From an optimization exercise on the open Yosys and OpenROAD flow, aimed at small area and a short achievable clock period; shortcuts taken in it are not production practice. Power figures rest on the tool's default switching activity, not on a simulated workload.

==> branch ember: inputs <==
// cordic_top
module cordic_top (
    input  logic clk,
    input  logic signed[15:0] angle,
    output logic signed[15:0] sin, cos
);
    CORDIC_pipelined dut_basic(
        .clk(clk),
        .angle(angle),
        .sin(sin),
        .cos(cos)
    );
endmodule
==> module CORDIC_pipelined, before the edit <==
module CORDIC_pipelined (
    input clk,
    input logic signed[15:0] angle,
    output logic signed[15:0] sin, cos
);
logic [14:0] u0_q;
logic s_q;
logic [14:0] u1_q;
logic [1:0] e1_q;    
logic [13:0] u2_q;
logic [2:0] e2_q;    
logic [12:0] u3_q;
logic [3:0] e3_q;    
logic [11:0] u4_q;
logic [4:0] e4_q;    
logic [10:0] u5_q;
logic [5:0] e5_q;    
logic [8:0] u6_q;
logic [6:0] e6_q;    
logic [7:0] e7_q;
logic [31:0] rom_d;
logic [15:0] t_in;
assign t_in = angle - 16'd1;
logic s0;
assign s0 = s_q;
logic [15:0] v0;
assign v0 = {1'b0, u0_q} - 16'd12867;
logic [14:0] f1;
assign f1 = v0[14:0] ^ {15{v0[15]}};
logic [14:0] u1;
assign u1 = f1;
logic [15:0] v1;
assign v1 = {1'b0, u1_q} - 16'd7596;
logic [13:0] f2;
assign f2 = v1[13:0] ^ {14{v1[15]}};
logic [13:0] u2;
assign u2 = f2;
logic [14:0] v2;
assign v2 = {1'b0, u2_q} - 15'd4013;
logic [13:0] f3;
assign f3 = v2[13:0] ^ {14{v2[14]}};
logic [12:0] u3;
assign u3 = {|f3[13:12], f3[11:0]};
logic [13:0] v3;
assign v3 = {1'b0, u3_q} - 14'd2037;
logic [12:0] f4;
assign f4 = v3[12:0] ^ {13{v3[13]}};
logic [11:0] u4;
assign u4 = {|f4[12:11], f4[10:0]};
logic [12:0] v4;
assign v4 = {1'b0, u4_q} - 13'd1022;
logic [11:0] f5;
assign f5 = v4[11:0] ^ {12{v4[12]}};
logic [10:0] u5;
assign u5 = {|f5[11:10], f5[9:0]};
logic [11:0] v5;
assign v5 = {1'b0, u5_q} - 12'd511;
logic [10:0] f6;
assign f6 = v5[10:0] ^ {11{v5[11]}};
logic [8:0] u6;
assign u6 = {|f6[10:8], f6[7:0]};
logic [9:0] v6;
assign v6 = {1'b0, u6_q} - 10'd255;
always_ff @(posedge clk) begin
    u0_q <= t_in[14:0] ^ {15{t_in[15]}};
    s_q <= ~t_in[15];
    u1_q <= u1;
    e1_q <= {s0, v0[15]};
    u2_q <= u2;
    e2_q <= {e1_q, v1[15]};
    u3_q <= u3;
    e3_q <= {e2_q, v2[14] ^ e2_q[0]};
    u4_q <= u4;
    e4_q <= {e3_q, v3[13] ^ e3_q[0]};
    u5_q <= u5;
    e5_q <= {e4_q, v4[12] ^ e4_q[0]};
    u6_q <= u6;
    e6_q <= {e5_q, v5[11] ^ e5_q[0]};
    e7_q <= {e6_q, v6[9] ^ e6_q[0]};
    {sin, cos} <= rom_d;
end
cordic_rom rom_i (.d(e7_q), .q(rom_d));
endmodule
make LEC_CHECK=0 CAP_MARGIN=20 CORE_MARGIN=2 CORE_UTILIZATION=45 SETUP_SLACK_MARGIN=0.6 SLEW_MARGIN=20 finish   # period 3.3 ns
run.sh (not shown) runs the stock make flow with config.mk's settings and CLKGATE_MAP_FILE= SYNTH_SCRIPT=/design/flow/synth_recipe.tcl, a recipe that flattens the netlist after the stock synthesis.
==> branch violet: changes against branch ember <==
--- a/flow/config.mk
+++ b/flow/config.mk
@@ -7,2 +7,3 @@
 export LEC_CHECK = 0
+export ABC_AREA = 1
 export CAP_MARGIN = 20
@@ -10,3 +11,2 @@
 export CORE_UTILIZATION = 45
-export SETUP_SLACK_MARGIN = 0.6
 export SLEW_MARGIN = 20
==> branch xenon: changes against branch ember <==
--- a/flow/design.v
+++ b/flow/design.v
@@ -5,22 +5,10 @@
 );
+logic [15:0] t_in;
+logic [15:0] a_q;
+assign t_in = a_q - 16'd1;
 logic [14:0] u0_q;
-logic s_q;
+logic d0_q;
+logic [14:0] u1;
 logic [14:0] u1_q;
-logic [1:0] e1_q;    
-logic [13:0] u2_q;
-logic [2:0] e2_q;    
-logic [12:0] u3_q;
-logic [3:0] e3_q;    
-logic [11:0] u4_q;
-logic [4:0] e4_q;    
-logic [10:0] u5_q;
-logic [5:0] e5_q;    
-logic [8:0] u6_q;
-logic [6:0] e6_q;    
-logic [7:0] e7_q;
-logic [31:0] rom_d;
-logic [15:0] t_in;
-assign t_in = angle - 16'd1;
-logic s0;
-assign s0 = s_q;
+logic [1:0] i1_q;    
 logic [15:0] v0;
@@ -29,55 +17,35 @@
 assign f1 = v0[14:0] ^ {15{v0[15]}};
-logic [14:0] u1;
 assign u1 = f1;
-logic [15:0] v1;
-assign v1 = {1'b0, u1_q} - 16'd7596;
-logic [13:0] f2;
-assign f2 = v1[13:0] ^ {14{v1[15]}};
-logic [13:0] u2;
-assign u2 = f2;
-logic [14:0] v2;
-assign v2 = {1'b0, u2_q} - 15'd4013;
-logic [13:0] f3;
-assign f3 = v2[13:0] ^ {14{v2[14]}};
-logic [12:0] u3;
-assign u3 = {|f3[13:12], f3[11:0]};
-logic [13:0] v3;
-assign v3 = {1'b0, u3_q} - 14'd2037;
-logic [12:0] f4;
-assign f4 = v3[12:0] ^ {13{v3[13]}};
-logic [11:0] u4;
-assign u4 = {|f4[12:11], f4[10:0]};
-logic [12:0] v4;
-assign v4 = {1'b0, u4_q} - 13'd1022;
-logic [11:0] f5;
-assign f5 = v4[11:0] ^ {12{v4[12]}};
-logic [10:0] u5;
-assign u5 = {|f5[11:10], f5[9:0]};
-logic [11:0] v5;
-assign v5 = {1'b0, u5_q} - 12'd511;
-logic [10:0] f6;
-assign f6 = v5[10:0] ^ {11{v5[11]}};
-logic [8:0] u6;
-assign u6 = {|f6[10:8], f6[7:0]};
-logic [9:0] v6;
-assign v6 = {1'b0, u6_q} - 10'd255;
+logic [6:0] lpos;
+logic [5:0] q0;
+logic [5:0] tg;
+cordic_htab htab_i (.d(u1_q[14:7]), .q({lpos, q0, tg}));
+logic [5:0] q0_q;
+logic [5:0] tg_q;
+logic c_q;
+logic [6:0] lo_q, lp_q;
+assign c_q = lo_q >= lp_q;
+logic [1:0] iq_q;
+logic [5:0] late;
+assign late = {(q0_q[5] ^ (c_q & tg_q[5])), (q0_q[4] ^ (c_q & tg_q[4])), (q0_q[3] ^ (c_q & tg_q[3])), (q0_q[2] ^ (c_q & tg_q[2])), (q0_q[1] ^ (c_q & tg_q[1])), (q0_q[0] ^ (c_q & tg_q[0]))};
+logic [7:0] x0_q, x1_q, x2_q, x3_q;    
+logic [31:0] rom_d;
+cordic_rom rom_i (.d(x3_q), .q(rom_d));
 always_ff @(posedge clk) begin
+    a_q <= angle;
     u0_q <= t_in[14:0] ^ {15{t_in[15]}};
-    s_q <= ~t_in[15];
+    d0_q <= ~t_in[15];
     u1_q <= u1;
-    e1_q <= {s0, v0[15]};
-    u2_q <= u2;
-    e2_q <= {e1_q, v1[15]};
-    u3_q <= u3;
-    e3_q <= {e2_q, v2[14] ^ e2_q[0]};
-    u4_q <= u4;
-    e4_q <= {e3_q, v3[13] ^ e3_q[0]};
-    u5_q <= u5;
-    e5_q <= {e4_q, v4[12] ^ e4_q[0]};
-    u6_q <= u6;
-    e6_q <= {e5_q, v5[11] ^ e5_q[0]};
-    e7_q <= {e6_q, v6[9] ^ e6_q[0]};
+    i1_q <= {d0_q, v0[15]};
+    q0_q <= q0;
+    tg_q <= tg;
+    lo_q <= u1_q[6:0];
+    lp_q <= lpos;
+    iq_q <= i1_q;
+    x0_q <= {iq_q, late};
+    x1_q <= x0_q;
+    x2_q <= x1_q;
+    x3_q <= x2_q;
     {sin, cos} <= rom_d;
 end
-cordic_rom rom_i (.d(e7_q), .q(rom_d));
 endmodule
@@ -1553,2 +1521,179 @@
 endmodule
+module cordic_htab(d, q);
+  input [7:0] d;
+  wire [7:0] d;
+  output [18:0] q;
+  wire [18:0] q;
+  wire _0_;
+  wire _10_;
+  wire _11_;
+  wire _12_;
+  wire _13_;
+  wire _14_;
+  wire _15_;
+  wire _16_;
+  wire _17_;
+  wire _18_;
+  wire _19_;
+  wire _1_;
+  wire _20_;
+  wire _21_;
+  wire _22_;
+  wire _23_;
+  wire _24_;
+  wire _25_;
+  wire _26_;
+  wire _27_;
+  wire _28_;
+  wire _29_;
+  wire _2_;
+  wire _30_;
+  wire _31_;
+  wire _32_;
+  wire _33_;
+  wire _34_;
+  wire _35_;
+  wire _36_;
+  wire _37_;
+  wire _38_;
+  wire _39_;
+  wire _3_;
+  wire _40_;
+  wire _41_;
+  wire _42_;
+  wire _43_;
+  wire _44_;
+  wire _45_;
+  wire _46_;
+  wire _47_;
+  wire _48_;
+  wire _49_;
+  wire _4_;
+  wire _50_;
+  wire _51_;
+  wire _52_;
+  wire _53_;
+  wire _54_;
+  wire _55_;
+  wire _56_;
+  wire _57_;
+  wire _58_;
+  wire _59_;
+  wire _5_;
+  wire _60_;
+  wire _61_;
+  wire _62_;
+  wire _63_;
+  wire _64_;
+  wire _65_;
+  wire _66_;
+  wire _67_;
+  wire _68_;
+  wire _69_;
+  wire _6_;
+  wire _70_;
+  wire _71_;
+  wire _72_;
+  wire _73_;
+  wire _74_;
+  wire _75_;
+  wire _7_;
+  wire _8_;
+  wire _9_;
+  assign _24_ = ~(d[0] | d[5]);
+  assign _23_ = _24_ | d[6];
+  assign _22_ = _25_ & ~(_23_);
+  assign _21_ = _27_ & ~(_22_);
+  assign _20_ = ~(_21_ | _40_);
+  assign q[17] = _20_ & ~(_29_);
+  assign _19_ = _42_ | _26_;
+  assign _18_ = _19_ & _32_;
+  assign q[0] = _18_ | _38_;
+  assign _17_ = ~d[1];
+  assign _16_ = _21_ ^ _17_;
+  assign q[1] = q[0] & ~(_16_);
+  assign _15_ = _37_ | _43_;
+  assign _14_ = _15_ | ~(q[1]);
+  assign q[4] = ~(_14_ | _47_);
+  assign q[5] = q[4] & ~(_26_);
+  assign _13_ = q[0] & ~(_21_);
+  assign q[18] = _13_ & ~(q[5]);
+  assign _12_ = _30_ | ~(_25_);
+  assign q[16] = q[18] & ~(_12_);
+  assign _11_ = _41_ | _48_;
+  assign _10_ = _17_ & ~(_11_);
+  assign _9_ = q[0] & ~(_10_);
+  assign _8_ = ~_47_;
+  assign _7_ = _21_ & ~(_8_);
+  assign _6_ = _7_ | _40_;
+  assign _5_ = _6_ | ~(_9_);
+  assign _4_ = _5_ & ~(_29_);
+  assign q[15] = _4_ | q[4];
+  assign _3_ = _40_ | ~(d[4]);
+  assign _2_ = d[6] & ~(_19_);
+  assign _1_ = _2_ | d[7];
+  assign _0_ = d[6] & d[1];
+  assign _75_ = _45_ & ~(_0_);
+  assign _74_ = _75_ | _1_;
+  assign _73_ = _74_ | ~(_14_);
+  assign _72_ = _8_ & ~(_73_);
+  assign _71_ = ~(d[5] | d[7]);
+  assign _70_ = ~_71_;
+  assign _69_ = _72_ ? _26_ : _70_;
+  assign _68_ = _69_ | d[6];
+  assign _67_ = _68_ & ~(_37_);
+  assign _66_ = ~d[3];
+  assign _65_ = _40_ ^ _66_;
+  assign _64_ = _65_ ^ _67_;
+  assign q[13] = _9_ & ~(_64_);
+  assign _63_ = _17_ & ~(q[13]);
+  assign _62_ = d[3] & ~(_63_);
+  assign _61_ = _62_ | _3_;
+  assign _60_ = d[3] & ~(_40_);
+  assign _59_ = d[4] ? _40_ : _60_;
+  assign _58_ = _59_ & q[13];
+  assign _57_ = _58_ | _29_;
+  assign q[14] = _61_ & ~(_57_);
+  assign _56_ = _42_ | d[5];
+  assign _55_ = _56_ & ~(_15_);
+  assign q[12] = q[1] & ~(_55_);
+  assign q[11] = _25_ & ~(_39_);
+  assign q[10] = ~_69_;
+  assign _54_ = _73_ | _66_;
+  assign _53_ = d[4] | d[7];
+  assign _52_ = _54_ & ~(_53_);
+  assign q[9] = _52_ | _72_;
+  assign _51_ = ~(d[3] | d[7]);
+  assign q[8] = _73_ ? _51_ : d[3];
+  assign _50_ = _15_ & ~(q[11]);
+  assign _49_ = ~(_50_ | _74_);
+  assign q[7] = q[1] ? _15_ : _49_;
+  assign q[6] = _16_ & ~(_1_);
+  assign q[3] = d[3] & ~(_14_);
+  assign q[2] = ~_14_;
+  assign _48_ = ~(d[0] ^ d[5]);
+  assign _47_ = ~(d[3] & d[4]);
+  assign _46_ = d[2] & ~(_47_);
+  assign _45_ = ~d[2];
+  assign _44_ = _47_ | _45_;
+  assign _43_ = ~(d[2] | d[1]);
+  assign _42_ = _43_ | _47_;
+  assign _41_ = d[5] ? _44_ : _42_;
+  assign _40_ = _48_ ? _46_ : _41_;
+  assign _39_ = d[6] | d[7];
+  assign _38_ = ~(_39_ | _40_);
+  assign _37_ = d[2] & d[1];
+  assign _36_ = d[4] | ~(d[5]);
+  assign _35_ = _36_ | d[3];
+  assign _34_ = _35_ | _37_;
+  assign _33_ = d[0] | ~(d[6]);
+  assign _32_ = ~(_33_ | d[7]);
+  assign _31_ = ~(_32_ & _42_);
+  assign _30_ = _34_ & ~(_31_);
+  assign _29_ = ~(_30_ | _38_);
+  assign _28_ = _44_ & ~(d[6]);
+  assign _27_ = _28_ | d[0];
+  assign _26_ = ~d[5];
+  assign _25_ = _44_ | _26_;
+endmodule
 module cordic_top (
--- a/flow/config.mk
+++ b/flow/config.mk
@@ -7,2 +7,3 @@
 export LEC_CHECK = 0
+export ABC_AREA = 1
 export CAP_MARGIN = 20
@@ -10,3 +11,4 @@
 export CORE_UTILIZATION = 45
-export SETUP_SLACK_MARGIN = 0.6
+export CTS_BUF_LIST = sky130_fd_sc_hd__clkbuf_8
+export SETUP_SLACK_MARGIN = 1.4
 export SLEW_MARGIN = 20
==> comparison table <==
quantity                                                         branch xenon             branch violet  branch ember
Result of the run                                    timing/DRC/antenna clean  timing/DRC/antenna clean  timing/DRC/antenna clean
Proportion of cell area occupied by multi-input gates                   47.9%                     50.6%         52.4%
Grt met1 use                                                            34.5%                     33.7%         35.6%
Sequential fraction of design power                                     21.4%                     25.1%         24.6%
Final critical-path required period                                   2.19 ns                   2.32 ns       2.76 ns
Inst Count DP                                                            1214                      1558          1350
Fill cell count                                                          1354                      2025          1891
Inverters                                                                 120                       112            24
Cell repeated most along the worst path                sky130_fd_sc_hd__buf_4  sky130_fd_sc_hd__nand2_1             -
Multiplexer share of the synthesized area                              0.138%                        0%        0.975%
Total Power                                                          0.0122 W                  0.0130 W      0.0136 W
Logic depth of the worst setup path including buffers                      10                        13             8
Met2 track demand over resource                                         53.0%                     39.2%         36.9%
Post CTS Setup Buffer Count                                                31                         0             0
Area taken by multi-input logic gates                              4890 sq um                5260 sq um    5560 sq um
Fin util                                                                64.5%                     52.8%         54.3%
Routed WL                                                             26.8 mm                   27.6 mm       27.5 mm
Avg Vias per Cell                                                        5.70                      5.28          6.00
Maximum clock frequency                                               458 MHz                   430 MHz       362 MHz
No run of this note included a check of the RTL's function; only the layout flow was run.

## static timing again, ports no longer ideal
The flow's constraints put no driver on any port. The routed layouts listed below were extracted and timed again, unchanged, in two steps.
Step 1 (the two cells are an assumption about what drives the block):
set clk [get_ports {clk}]
set_driving_cell -lib_cell sky130_fd_sc_hd__clkbuf_16 $clk
set_driving_cell -lib_cell sky130_fd_sc_hd__buf_2 [delete_from_list [all_inputs] $clk]
Step 2 also shifts input and output timing later by t, the mid clock arrival at the registers, as if the neighbouring blocks saw the same clock.
Slacks: no drivers / after step 1 / after step 2; pairs: no drivers / after step 1.
run | t, ns | slack for setup (ns) | slew at the worst register clock pin (ns) | worst data-port slew with drivers (ns)
branch ember | 0.452 | 0.539 / 0.539 / 0.270 | 0.08 / 0.08 | 0.03
branch violet | 0.477 | 0.976 / 0.976 / 0.823 | 0.08 / 0.08 | 0.03
branch xenon | 0.477 | 1.115 / 1.115 / 1.115 | 0.08 / 0.08 | 0.03
After both steps every run listed still meets setup and hold. The setup slack of branch ember, which loses most, moves by 0.000 ns with the drivers and by -0.269 ns with both steps.
